What follows belongs to an exercise in optimizing a design on an open flow for a short achievable clock period and few clock cycles; a production flow would make more cautious choices.
No functional check of the RTL was part of any run shown here.
No activity file was given, so power comes from the tool's default toggle rates.

## design/flow/config.mk

```make
export PLATFORM = sky130hd
export DESIGN_NAME = cpu
export DESIGN_NICKNAME = cpu
export VERILOG_FILES = /design/flow/design.v
export SDC_FILE = /design/flow/constraint.sdc
export NUM_CORES = 4
export LEC_CHECK = 0
export CAP_MARGIN = 20
export CORE_MARGIN = 2
export CORE_UTILIZATION = 40
export PLACE_DENSITY = 0.6
export SLEW_MARGIN = 20
```

## design/flow/constraint.sdc

```tcl
create_clock -name core_clock -period 5.5 [get_ports {clk}]
set_input_delay 1.1000 -clock core_clock [delete_from_list [all_inputs] [get_ports {clk}]]
set_output_delay 1.1000 -clock core_clock [all_outputs]
set_load 0.01 [all_outputs]
```

## design/flow/design.v

```verilog
module cpu(input clk, input rst_n, input [7:0] start_pc, input [15:0] ram_r_data,
           output waiting, output [15:0] out, output [15:0] ram_w_data, output N, output V, output Z, output [7:0] ram_addr, output ram_w_en);
  localparam D = 6;                
  reg [15:0] rf [0:7];
  reg [7:0]  addr_q, pc_q;
  reg        wen_q;
  reg [15:0] wdata_q;
  reg        fetch_q;              
  reg        arr_q;                
  reg        ld1_q;                
  reg [2:0]  ld1_rd;
  reg        ld2_q;                
  reg [2:0]  ld2_rd;
  reg [15:0] q [0:D-1];            
  reg [2:0]  cnt;
  reg        ex_v, ex_wr, ex_out, ex_cmp;
  reg        ex_add, ex_and, ex_notb;    
  reg [2:0]  ex_rd;
  reg [15:0] a_q, b_q;
  reg [15:0] out_q;
  reg        z_q, n_q, v_q;
  reg        wait_q;
  assign waiting    = wait_q;
  assign out        = out_q;
  assign ram_w_data = wdata_q;
  assign ram_addr   = addr_q;
  assign ram_w_en   = wen_q;
  assign Z = z_q;
  assign N = n_q;
  assign V = v_q;
  wire [15:0] sum  = a_q + b_q;
  wire [15:0] diff = a_q - b_q;
  wire [15:0] ex_res = ex_add ? sum : ex_and ? (a_q & b_q) : ex_notb ? ~b_q : b_q;
  wire        ex_fw  = ex_v & ex_wr;
  wire [15:0] ir = q[0];
  wire        ir_v = (cnt != 3'd0);
  wire [2:0]  opc = ir[15:13];
  wire [1:0]  op  = ir[12:11];
  wire [2:0]  rn  = ir[10:8];
  wire [2:0]  rd  = ir[7:5];
  wire [1:0]  sh  = ir[4:3];
  wire [2:0]  rm  = ir[2:0];
  wire is_movi = (opc == 3'b110) & (op == 2'b10);
  wire is_mov  = (opc == 3'b110) & (op == 2'b00);
  wire is_alu  = (opc == 3'b101);
  wire is_ldr  = (opc == 3'b011);
  wire is_str  = (opc == 3'b100);
  wire is_mem  = is_ldr | is_str;
  wire is_halt = ~(is_movi | is_mov | is_alu | is_mem);
  wire reads_a = (is_alu & (op != 2'b11)) | is_mem;
  wire reads_b = is_mov | is_alu | is_str;
  wire [2:0] rb = is_str ? rd : rm;
  wire stall = (ld1_q & ((reads_a & (rn == ld1_rd)) | (reads_b & (rb == ld1_rd)))) |
               (is_mem & ex_fw & (ex_rd == rn)) |
               (is_mem & ld2_q & (ld2_rd == rn));
  wire consume = ir_v & ~is_halt & ~stall;
  wire [15:0] rf_a = rf[rn];
  wire [15:0] rf_b = rf[rb];
  wire [15:0] va = (ex_fw & (ex_rd == rn)) ? ex_res :
                   (ld2_q & (ld2_rd == rn)) ? ram_r_data : rf_a;
  wire [15:0] vb = (ex_fw & (ex_rd == rb)) ? ex_res :
                   (ld2_q & (ld2_rd == rb)) ? ram_r_data : rf_b;
  wire [1:0]  shb = is_str ? 2'b00 : sh;
  wire [15:0] vb_sh = (shb == 2'b00) ? vb :
                      (shb == 2'b01) ? {vb[14:0], 1'b0} :
                      (shb == 2'b10) ? {1'b0, vb[15:1]} : {vb[15], vb[15:1]};
  wire [15:0] sximm5 = {{11{ir[4]}}, ir[4:0]};
  wire [15:0] sximm8 = {{8{ir[7]}}, ir[7:0]};
  wire [15:0] b_d = is_movi ? sximm8 : is_ldr ? sximm5 : vb_sh;
  wire [7:0]  da = rf_a[7:0] + sximm5[7:0];
  wire [2:0] pos   = cnt - {2'b00, consume};
  wire [2:0] cnt_d = pos + {2'b00, arr_q};
  wire fetch_ok = ({1'b0, cnt_d} + {3'b000, fetch_q}) < D;
  integer i;
  always @(posedge clk) begin
    for (i = 0; i < D; i = i + 1) begin
      if (arr_q && pos == i)
        q[i] <= ram_r_data;
      else if (consume)
        q[i] <= (i == D - 1) ? q[i] : q[(i == D - 1) ? i : i + 1];
    end
  end
  always @(posedge clk) begin
    if (!rst_n) cnt <= 3'd0;
    else        cnt <= cnt_d;
  end
  always @(posedge clk) begin
    if (!rst_n) begin
      addr_q  <= start_pc;
      pc_q    <= start_pc + 8'd1;
      fetch_q <= 1'b1;
      wen_q   <= 1'b0;
      ld1_q   <= 1'b0;
      arr_q   <= 1'b0;
      ld2_q   <= 1'b0;
    end else begin
      arr_q  <= fetch_q;
      ld2_q  <= ld1_q;
      ld2_rd <= ld1_rd;
      if (consume & is_mem) begin
        addr_q  <= da;
        fetch_q <= 1'b0;
        wen_q   <= is_str;
        ld1_q   <= is_ldr;
        ld1_rd  <= rd;
      end else begin
        wen_q   <= 1'b0;
        ld1_q   <= 1'b0;
        fetch_q <= fetch_ok;
        if (fetch_ok) begin
          addr_q <= pc_q;
          pc_q   <= pc_q + 8'd1;
        end
      end
    end
    wdata_q <= vb;
  end
  always @(posedge clk) begin
    if (!rst_n) ex_v <= 1'b0;
    else        ex_v <= consume;
    a_q     <= va;
    b_q     <= b_d;
    ex_wr   <= is_movi | is_mov | (is_alu & (op != 2'b01));
    ex_out  <= is_mov | (is_alu & (op != 2'b01)) | is_mem;
    ex_cmp  <= is_alu & (op == 2'b01);
    ex_add  <= (is_alu & (op == 2'b00)) | is_ldr;
    ex_and  <= is_alu & (op == 2'b10);
    ex_notb <= is_alu & (op == 2'b11);
    ex_rd   <= is_movi ? rn : rd;
  end
  integer k;
  always @(posedge clk) begin
    for (k = 0; k < 8; k = k + 1) begin
      if (ex_fw && ex_rd == k)
        rf[k] <= ex_res;
      else if (ld2_q && ld2_rd == k)
        rf[k] <= ram_r_data;
    end
    if (ex_v & ex_out) out_q <= ex_res;
    if (ex_v & ex_cmp) begin
      z_q <= (a_q == b_q);
      n_q <= diff[15];
      v_q <= (a_q[15] != b_q[15]) & (diff[15] != a_q[15]);
    end
  end
  always @(posedge clk) begin
    if (!rst_n) wait_q <= 1'b0;
    else if (ir_v & is_halt) wait_q <= 1'b1;
  end
endmodule
```

## design/flow/run.sh

```bash
#!/bin/bash
# synth_recipe.tcl (not shown) runs the flow's synth.tcl, then flattens the netlist and writes it again
# the make line also repeats each setting of config.mk as NAME=value (left out here)
make -C /OpenROAD-flow-scripts/flow DESIGN_CONFIG=/design/flow/config.mk WORK_HOME=/design/flow/orfs CLKGATE_MAP_FILE= SYNTH_SCRIPT=/design/flow/synth_recipe.tcl finish
```

==> summary.log, run 1 <==
INFO  timing         tightestPinTransition=1.27ns
INFO  power_and_ir_drop switching_share=44.2%
INFO  global_route   top_usage_layer=met2
INFO  routing        via_per_inst=5.94
INFO  synth          synth_cell_types=78
INFO  routing        detailroute.via_count=14700
INFO  global_route   grt_start_max_net_pins=43
INFO  hold_path      hp-start=wait_q$_SDFFE_PN0P_
INFO  run            drv_cap=0
INFO  clocking       clk-insertion-delay-late=0.57ns
INFO  synth          synth-simple-area-share=14.1%
INFO  timing         fin_skew=0.0209ns
INFO  clocking       clk_root_buffer_cell=sky130_fd_sc_hd__clkbuf_16
INFO  power_and_ir_drop share_clk_of_total_power=16.8%
INFO  power_and_ir_drop switching_power=6.34mW
INFO  worst_setup_path ff2ff_setup_slack=0.51ns
INFO  floorplanning  die_area=48200um^2
INFO  synth          synth-seq-cells=332
INFO  worst_setup_path destination_of_the_worst_register_to_register_timing_path=pc_q[6]$_DFFE_PP_
INFO  clocking       number_of_buffers_inserted_for_hold_repair_after_clock_tree_synthesis=0
INFO  routing        wl_per_cell=24.3um
INFO  global_route   met2_usage=39.4%
INFO  power_and_ir_drop power-per-cell-area=672nW/um^2
INFO  timing         timing.slew.headroom=15.1%
INFO  floorplanning  floorplan.initialDensity=40.7%
INFO  routing        detail_route.iter0.violations=1691
INFO  worst_setup_path worst_ep_required_time=5.69ns
INFO  clocking       tritoncts.num_buffers=37
INFO  timing         clock.fmax=201MHz
INFO  synth          synth_enable_flop_cells=265
INFO  clocking       max-clock-path-buffers=3
INFO  global_route   grt_antenna_before_repair=1
INFO  floorplanning  io_pins=71
INFO  synth          synth_xor_area_share=2.78%
INFO  worst_setup_path worstSetupStartpointType=flop
INFO  worst_setup_path worst_r2r_path_depth=15
INFO  floorplanning  die_x=220um
INFO  routing        drt_pass1_iterations=6
INFO  power_and_ir_drop pwr-share-comb=54.0%
INFO  synth          synth_fp_nets=1868
INFO  floorplanning  core_region_area=45700um^2
INFO  power_and_ir_drop leakage=7.93nW
INFO  synth          synth.area.mux_share=11.7%
INFO  global_route   grt_use_met3=5.53%
INFO  cells_and_area syn_to_final_growth=14.7%
INFO  timing         min_period_over_period=90.7%
INFO  synth          netlist_area=18600um^2
INFO  global_route   global_route.usage.total=25.0%
INFO  global_route   grt.overflow.total=0
INFO  cells_and_area layout_cells_sized_above_1=15.5%
INFO  worst_setup_path endpoint_kind=flop
INFO  clocking       numClockSinks=332
INFO  synth          yosys_most_used_dff=sky130_fd_sc_hd__edfxtp_1
INFO  timing         finalMaxSlewViolations=0
INFO  synth          synthAdderAreaFrac=3.11%
INFO  synth          synth-seq-area-share=50.0%
INFO  synth          post_synth_inst_count=1797
INFO  synth          synth_compound_area_share=14.3%
INFO  synth          yosysWarningCount=3
INFO  global_route   gr-usage-met1=33.5%
INFO  timing         unrepaired_setup_endpoints_after_global_routing=no
INFO  synth          yosys-top-cells-area=sky130_fd_sc_hd__edfxtp_1, sky130_fd_sc_hd__mux2_2, sky130_fd_sc_hd__dfxtp_1
INFO  synth          synthesis.area_per_instance=10.3um^2
INFO  timing         timing.final.crit_period=4.99ns
INFO  synth          yosys.area.top_type=sky130_fd_sc_hd__edfxtp_1
INFO  clocking       clk_pin_slew_worst_paths=0.06ns
INFO  cells_and_area insertedDiodeCount=0
INFO  worst_setup_path r2r_start=q[0][13]$_DFFE_PP_
INFO  power_and_ir_drop ir_worst_vdd=0.393mV
INFO  clocking       tritoncts=built
INFO  hold_path      holdCritPathClass=reg2reg
INFO  cells_and_area final_core_utilization=46.7%
INFO  cells_and_area layout_nets=1921
INFO  clocking       setup_buffers_after_cts=0
INFO  run_status     run_status=no timing/DRC/antenna violations
INFO  synth          synth_top_family_by_area=compound AO/OA/AOI/OAI gates
INFO  synth          ffs_w_async_s_r_synth=0%
INFO  clocking       htreeDepth=2
INFO  placement      port-buffer-count=70
INFO  routing        postRouteWirelength=60.2mm
INFO  placement      place.detailed.hpwl=40.8mm
INFO  floorplanning  floorplan.rows=78
INFO  global_route   via_count_of_the_first_global_routing_pass=14200
INFO  hold_path      min_path_cells=1
INFO  power_and_ir_drop p_int=7.99mW
INFO  hold_path      timing.hold.worst_endpoint=wait_q$_SDFFE_PN0P_
INFO  global_route   wire_length_of_the_first_global_routing_pass=89.3mm
INFO  power_and_ir_drop power.total=14.3mW
INFO  placement      routabilityCongestion=0.934
INFO  timing         hold-worst-slack=0.467ns
INFO  worst_setup_path critPathMaxFanout=13
INFO  clocking       cts-resized-gates=0
INFO  timing         finalHoldViolations=0
INFO  synth          synth_top_area_share=42.8%
INFO  timing         setup_viol=0
INFO  routing        postRouteAntennaNets=0
INFO  floorplanning  die_height=220um
INFO  routing        drc_errors=0
INFO  power_and_ir_drop seq_power_share=29.2%
INFO  worst_setup_path critPathKind=reg2reg
INFO  timing         finalSetupTns=0ns
INFO  worst_setup_path crit_arrival=5.17ns
INFO  cells_and_area num-fill-cells=4215
[placed cells by master, fill, tap and decap left out, drive strengths merged, types with 9 or more instances in the layout]
| master | n |
|---|---|
| nand2 | 319 |
| edfxtp | 265 |
| o21ai | 129 |
| mux2 | 122 |
| nor2 | 97 |
| buf | 78 |
| clkdlybuf4s50 | 70 |
| dfxtp | 67 |
| a21oi | 64 |
| a22oi | 60 |
| inv | 56 |
| mux2i | 45 |
| xnor2 | 43 |
| ha | 43 |
| clkbuf | 41 |
| nand3 | 34 |
| clkinv | 24 |
| nor2b | 21 |
| nor3 | 17 |
| xor2 | 16 |
| nand2b | 15 |
| o21a | 15 |
| nor3b | 15 |
| mux4 | 14 |
| o211ai | 14 |
| nand3b | 14 |
| and2 | 13 |
| nand4 | 12 |
| o31ai | 12 |
| o221ai | 11 |
| o22ai | 9 |
[power groups by stage]
| stage | logic [mW] | registers, mW | clock network [mW] |
|---|---|---|---|
| after global placement | 7.45 | 4.22 | 0 |
| after detailed placement | 7.53 | 4.24 | 0 |
| after floorplan | 5.02 | 4.11 | 0 |
| final | 7.74 | 4.18 | 2.40 |
| after global routing | 8.33 | 4.26 | 2.53 |
| after CTS | 7.57 | 4.19 | 2.44 |
[flip-flops by register name, summed over array words and instances, names as in the netlist, 3 cells and up]
register	cells
q	96
a_q	16
ld1_rd	3
rf	128
out_q	16
wdata_q	16
ex_rd	3
addr_q	8
cnt	3
pc_q	8
ld2_rd	3
b_q	16
[worst max-delay path by stage]
stage                            start                 to  slack [ns]  depth (start not counted)
floorplan            q[0][9]$_DFFE_PP_  q[2][0]$_DFFE_PP_        1.05                         13
global placement    q[0][14]$_DFFE_PP_  pc_q[5]$_DFFE_PP_        0.64                         15
detailed placement  q[0][14]$_DFFE_PP_  pc_q[6]$_DFFE_PP_        0.53                         15
CTS                 q[0][14]$_DFFE_PP_  pc_q[6]$_DFFE_PP_        0.52                         15
global route        q[0][14]$_DFFE_PP_  pc_q[6]$_DFFE_PP_        0.22                         15
finish              q[0][13]$_DFFE_PP_  pc_q[6]$_DFFE_PP_        0.51                         15
[per-layer routing]
metal	vias up	share of wire (%)
li1	6685	-
met5	-	0
met2	810	45
met3	146	9.6
met4	0	3.8
met1	7078	42
[stage by stage]
step,cell area (um^2),worst slack (ns),cells
2_1_floorplan,18600,1.05,1797
3_5_place_dp,20200,0.526,2411
3_3_place_gp,20100,0.637,2410
6_report,21300,0.514,2479
4_1_cts,21300,0.516,2479
5_1_grt,21300,0.223,2479
[cell families (layout without fill, tap and decap cells)]
| kind of cell | count (synthesis) | after routing |
|---|---|---|
| mux | 181 | 181 |
| flops | 332 | 332 |
| compound gates | 404 | 404 |
| xor+xnor | 59 | 59 |
| simple gates | 586 | 586 |
| fa+ha+maj | 45 | 45 |
| buf+inv | 190 | 272 |
[Yosys cell counts, types with 16 or more instances]
master	number
sky130_fd_sc_hd__nor3_1	17
sky130_fd_sc_hd__nand2_1	319
sky130_fd_sc_hd__ha_1	43
sky130_fd_sc_hd__dfxtp_1	67
sky130_fd_sc_hd__nor2_1	97
sky130_fd_sc_hd__mux2_2	121
sky130_fd_sc_hd__o21ai_0	126
sky130_fd_sc_hd__nand3_1	34
sky130_fd_sc_hd__xnor2_1	43
sky130_fd_sc_hd__clkbuf_1	108
sky130_fd_sc_hd__inv_1	55
sky130_fd_sc_hd__xor2_1	16
sky130_fd_sc_hd__a21oi_1	64
sky130_fd_sc_hd__edfxtp_1	265
sky130_fd_sc_hd__a22oi_1	60
sky130_fd_sc_hd__nor2b_1	21
sky130_fd_sc_hd__mux2i_1	41
[layout make-up]
type | instances | area (um^2) | area share [%]
clock buffers | 41 | 941 | 4.41
well taps | 600 | 751 | 3.52
clock inverters | 27 | 214 | 1.00
inverters | 56 | 210 | 0.986
flip-flops and latches | 332 | 9300 | 43.6
repair buffers | 148 | 1290 | 6.03
multi-input cells | 1275 | 8620 | 40.4
[critical path, cell delays in order (launching register included)]
cell                       delay (ns)
sky130_fd_sc_hd__edfxtp_1        0.57
sky130_fd_sc_hd__or3b_1          0.55
sky130_fd_sc_hd__mux2i_4         0.47
sky130_fd_sc_hd__xnor2_1         0.12
sky130_fd_sc_hd__o41ai_1         0.32
sky130_fd_sc_hd__a2111o_1        0.32
sky130_fd_sc_hd__inv_1           0.13
sky130_fd_sc_hd__ha_1            0.21
sky130_fd_sc_hd__ha_1            0.35
sky130_fd_sc_hd__inv_1           0.07
sky130_fd_sc_hd__ha_1            0.32
sky130_fd_sc_hd__ha_1            0.20
sky130_fd_sc_hd__xor2_1          0.16
sky130_fd_sc_hd__a32oi_1         0.17
sky130_fd_sc_hd__nor2_1          0.09
sky130_fd_sc_hd__nor2_1          0.57
==> run 2, diff against run 1 <==
--- a/design/flow/config.mk
+++ b/design/flow/config.mk
@@ -5,8 +5,10 @@
 export SDC_FILE = /design/flow/constraint.sdc
 export NUM_CORES = 4
 export LEC_CHECK = 0
+export ABC_CLOCK_PERIOD_IN_PS = 2000
 export CAP_MARGIN = 20
 export CORE_MARGIN = 2
 export CORE_UTILIZATION = 40
 export PLACE_DENSITY = 0.6
+export SETUP_SLACK_MARGIN = 3.4
 export SLEW_MARGIN = 20
==> summary.log, run 2 <==
INFO  timing         unrepaired_setup_endpoints_after_global_routing=yes
INFO  run_status     run_status=no timing/DRC/antenna violations
INFO  synth          synthesis.area_per_instance=10.3um^2
INFO  global_route   grt_antenna_before_repair=0
INFO  cells_and_area registers.top_by_ff_count=rf
INFO  placement      routabilityCongestion=0.958
INFO  power_and_ir_drop switching_power=8.43mW
INFO  run            drv_cap=0
INFO  clocking       clk_pin_slew_worst_paths=0.06ns
INFO  synth          synthMostInstantiatedCell=sky130_fd_sc_hd__nand2_1
INFO  cells_and_area final_common_cell=sky130_fd_sc_hd__nand2_1
INFO  worst_setup_path worst_r2r_path_depth=16
INFO  cells_and_area layout_cells_sized_above_1=42.9%
INFO  synth          netlist_area=18600um^2
INFO  synth          synth_enable_flop_cells=265
INFO  worst_setup_path endpoint_kind=flop
INFO  cells_and_area syn_to_final_growth=39.4%
INFO  cells_and_area multiInputGateArea=10800um^2
INFO  global_route   via_count_of_the_first_global_routing_pass=15600
INFO  cells_and_area layout_top_registers=rf (128), q (96)
INFO  hold_path      min_path_cells=1
INFO  clocking       clk_root_buffer_cell=sky130_fd_sc_hd__clkbuf_16
INFO  routing        detail_route.iter0.violations=2149
INFO  routing        postRouteAntennaNets=0
INFO  worst_setup_path critPathKind=reg2reg
INFO  routing        drt_pass1_iterations=6
INFO  worst_setup_path crit_arrival=4.12ns
INFO  clocking       numClockSinks=332
INFO  clocking       max-clock-path-buffers=3
INFO  timing         hold-worst-slack=0.468ns
INFO  synth          yosys-top-cells-area=sky130_fd_sc_hd__edfxtp_1, sky130_fd_sc_hd__mux2_2, sky130_fd_sc_hd__dfxtp_1
INFO  worst_setup_path critPathMaxFanout=8
INFO  routing        drc_errors=0
INFO  timing         tightestPinTransition=1.17ns
INFO  timing         finalMaxSlewViolations=0
INFO  synth          synth_top_family_by_area=compound AO/OA/AOI/OAI gates
INFO  cells_and_area layout_nets=2151
INFO  placement      port-buffer-count=70
INFO  clocking       tritoncts=built
INFO  synth          yosys_most_used_dff=sky130_fd_sc_hd__edfxtp_1
INFO  power_and_ir_drop leakage=9.88nW
INFO  power_and_ir_drop power.total=19.9mW
INFO  power_and_ir_drop power-per-cell-area=767nW/um^2
INFO  cells_and_area layout_common_cells=sky130_fd_sc_hd__nand2_1, sky130_fd_sc_hd__edfxtp_1, sky130_fd_sc_hd__buf_4
INFO  global_route   wire_length_of_the_first_global_routing_pass=98.5mm
INFO  synth          synth_fp_nets=1868
INFO  power_and_ir_drop pwr-share-comb=66.0%
INFO  synth          post_synth_inst_count=1797
INFO  floorplanning  floorplan.rows=78
INFO  routing        postRouteWirelength=67.1mm
INFO  timing         timing.slew.headroom=22.0%
INFO  power_and_ir_drop p_int=11.5mW
INFO  floorplanning  die_area=48200um^2
INFO  routing        via_per_inst=5.97
INFO  floorplanning  die_x=220um
INFO  synth          post_synth_top_cells=sky130_fd_sc_hd__nand2_1, sky130_fd_sc_hd__edfxtp_1, sky130_fd_sc_hd__o21ai_0
INFO  timing         finalHoldViolations=0
INFO  timing         min_period_over_period=70.9%
INFO  floorplanning  core_region_area=45700um^2
INFO  synth          synth-seq-cells=332
INFO  power_and_ir_drop switching_share=42.4%
INFO  synth          yosys.area.top_type=sky130_fd_sc_hd__edfxtp_1
INFO  power_and_ir_drop ir_worst_vdd=0.405mV
INFO  worst_setup_path worst_ep_required_time=5.72ns
INFO  global_route   global_route.usage.total=27.4%
INFO  synth          synth_compound_area_share=14.3%
INFO  synth          synth-simple-area-share=14.1%
INFO  timing         clock.fmax=257MHz
INFO  cells_and_area num-fill-cells=3713
INFO  timing         fin_skew=0.0276ns
INFO  timing         timing.final.crit_period=3.90ns
INFO  global_route   grt.overflow.total=0
INFO  synth          synth-seq-area-share=50.0%
INFO  synth          yosysWarningCount=3
INFO  clocking       clk-insertion-delay-late=0.56ns
INFO  power_and_ir_drop share_clk_of_total_power=12.8%
INFO  placement      place.detailed.hpwl=41.2mm
INFO  synth          synth_top_area_share=42.8%
INFO  cells_and_area ff_latch_area=9330um^2
INFO  hold_path      holdCritPathClass=reg2reg
INFO  timing         finalSetupTns=0ns
INFO  clocking       tritoncts.num_buffers=38
INFO  synth          ffs_w_async_s_r_synth=0%
INFO  global_route   grt_start_max_net_pins=31
INFO  floorplanning  io_pins=71
INFO  floorplanning  die_height=220um
INFO  worst_setup_path worstSetupStartpointType=flop
INFO  routing        wl_per_cell=24.8um
INFO  power_and_ir_drop seq_power_share=21.2%
INFO  timing         setup_viol=0
INFO  cells_and_area largest_register_ffs=128
INFO  synth          synthAdderAreaFrac=3.11%
INFO  cells_and_area insertedDiodeCount=0
INFO  clocking       number_of_buffers_inserted_for_hold_repair_after_clock_tree_synthesis=0
INFO  routing        detailroute.via_count=16200
INFO  clocking       htreeDepth=2
INFO  synth          synth_xor_area_share=2.78%
INFO  floorplanning  floorplan.initialDensity=40.7%
INFO  synth          synth.area.mux_share=11.7%
INFO  synth          synth_cell_types=78
==> run 2: kinds of logic after synthesis <==
logic type	after synthesis
AOI/OAI and AO/OA	404
xor gates and xnor gates	59
adders and majority gates	45
buffers and inverters	190
DFF	332
muxes	181
and+or+nand+nor	586
==> run 2: critical path, stage by stage (launching register included) <==
cell and delay, ns:
sky130_fd_sc_hd__edfxtp_1 0.40, sky130_fd_sc_hd__or3b_4 0.47, sky130_fd_sc_hd__mux2i_1 0.14, sky130_fd_sc_hd__buf_4 0.16
sky130_fd_sc_hd__xnor2_2 0.13, sky130_fd_sc_hd__o41ai_2 0.36, sky130_fd_sc_hd__a2111o_1 0.28, sky130_fd_sc_hd__inv_2 0.07
sky130_fd_sc_hd__ha_4 0.16, sky130_fd_sc_hd__ha_4 0.27, sky130_fd_sc_hd__inv_2 0.05, sky130_fd_sc_hd__ha_4 0.23
sky130_fd_sc_hd__ha_4 0.16, sky130_fd_sc_hd__xor2_2 0.17, sky130_fd_sc_hd__a32oi_2 0.19, sky130_fd_sc_hd__nor2_2 0.09
sky130_fd_sc_hd__nor2_4 0.24
==> run 2: stage by stage <==
stage | instance area, um^2 | utilization [%] | instances | setup slack [ns]
6_report | 25900 | 56.7 | 2710 | 1.60
5_1_grt | 25900 | 56.7 | 2710 | 1.49
4_1_cts | 24500 | 53.6 | 2634 | 1.55
3_5_place_dp | 20700 | 45.3 | 2400 | 0.893
3_3_place_gp | 20700 | 45.3 | 2400 | 0.976
2_1_floorplan | 19400 | - | 1797 | 1.69
==> run 2: area by class of cell <==
cell class,instances,share of cell area (%)
sequential,332,36.0
clock buffer,43,3.82
clock inverter,27,0.980
multi-input combinational,1281,41.8
inverter,56,0.956
timing repair buffer,371,13.5
tap,600,2.90
==> run 2: path summary, 6_finish.rpt <==
| check | startpoint | to | slack [ns] |
|---|---|---|---|
| setup / recovery | q[0][13]$_DFFE_PP_ | pc_q[1]$_DFFE_PP_ | 1.60 |
| hold / removal | wait_q$_SDFFE_PN0P_ | wait_q$_SDFFE_PN0P_ | 0.47 |
| setup reg to reg | q[0][13]$_DFFE_PP_ | pc_q[1]$_DFFE_PP_ | 1.60 |
| hold reg to reg | wait_q$_SDFFE_PN0P_ | wait_q$_SDFFE_PN0P_ | 0.47 |
==> run 2: power by group through the flow <==
stage	Sequential (mW)	Combinational, mW	Clock (mW)
after global routing	4.28	13.8	2.66
after floorplan	4.12	5.79	0
after CTS	4.19	11.1	2.56
after global placement	4.29	7.91	0
final	4.21	13.1	2.55
after detailed placement	4.30	8.04	0
==> run 2: metal layers <==
metal | GRT usage [%] | wire (um)
met1 | 35.1 | 26300
met2 | 44.5 | 30800
met3 | 6.43 | 6730
met4 | 11.5 | 3240
met5 | 0 | 0
==> run 2: repair_timing <==
| action | CTS | global route |
|---|---|---|
| cloned | 15 | 1 |
| buffers inserted | 149 | 75 |
| hold endpoints to repair | 0 | 0 |
| gates resized for setup | 507 | 207 |
| pin swaps | 104 | 104 |
| endpoints found under the setup margin | 473 | 485 |

## port drivers added, routing unchanged
The flow's constraints put no driver on any port. The routed layouts listed below were extracted and timed again, unchanged, in two steps. Step 1 (the two cells are an assumption about what drives the block):
set clk [get_ports {clk}]
set_driving_cell -lib_cell sky130_fd_sc_hd__clkbuf_16 $clk
set_driving_cell -lib_cell sky130_fd_sc_hd__buf_2 [delete_from_list [all_inputs] $clk]
Step 2 adds t to the input delays and takes it off the output delays; t is the mean of the earliest and latest rising clock arrival at the registers after step 1. Input paths then give back, and output paths get back, about the clock's delay inside the block. Three values: ideal ports, drivers, drivers and shift; two values: the first two.
run	shift t [ns]	setup slack, ns	hold WS [ns]	worst setup path after step 2
run 1	0.615	0.514 / 0.514 / 0.514	0.467 / 0.467 / 0.467	register to register
run 2	0.603	1.603 / 1.603 / 1.603	0.468 / 0.468 / 0.468	register to register
After both steps setup and hold are still met in every run listed.
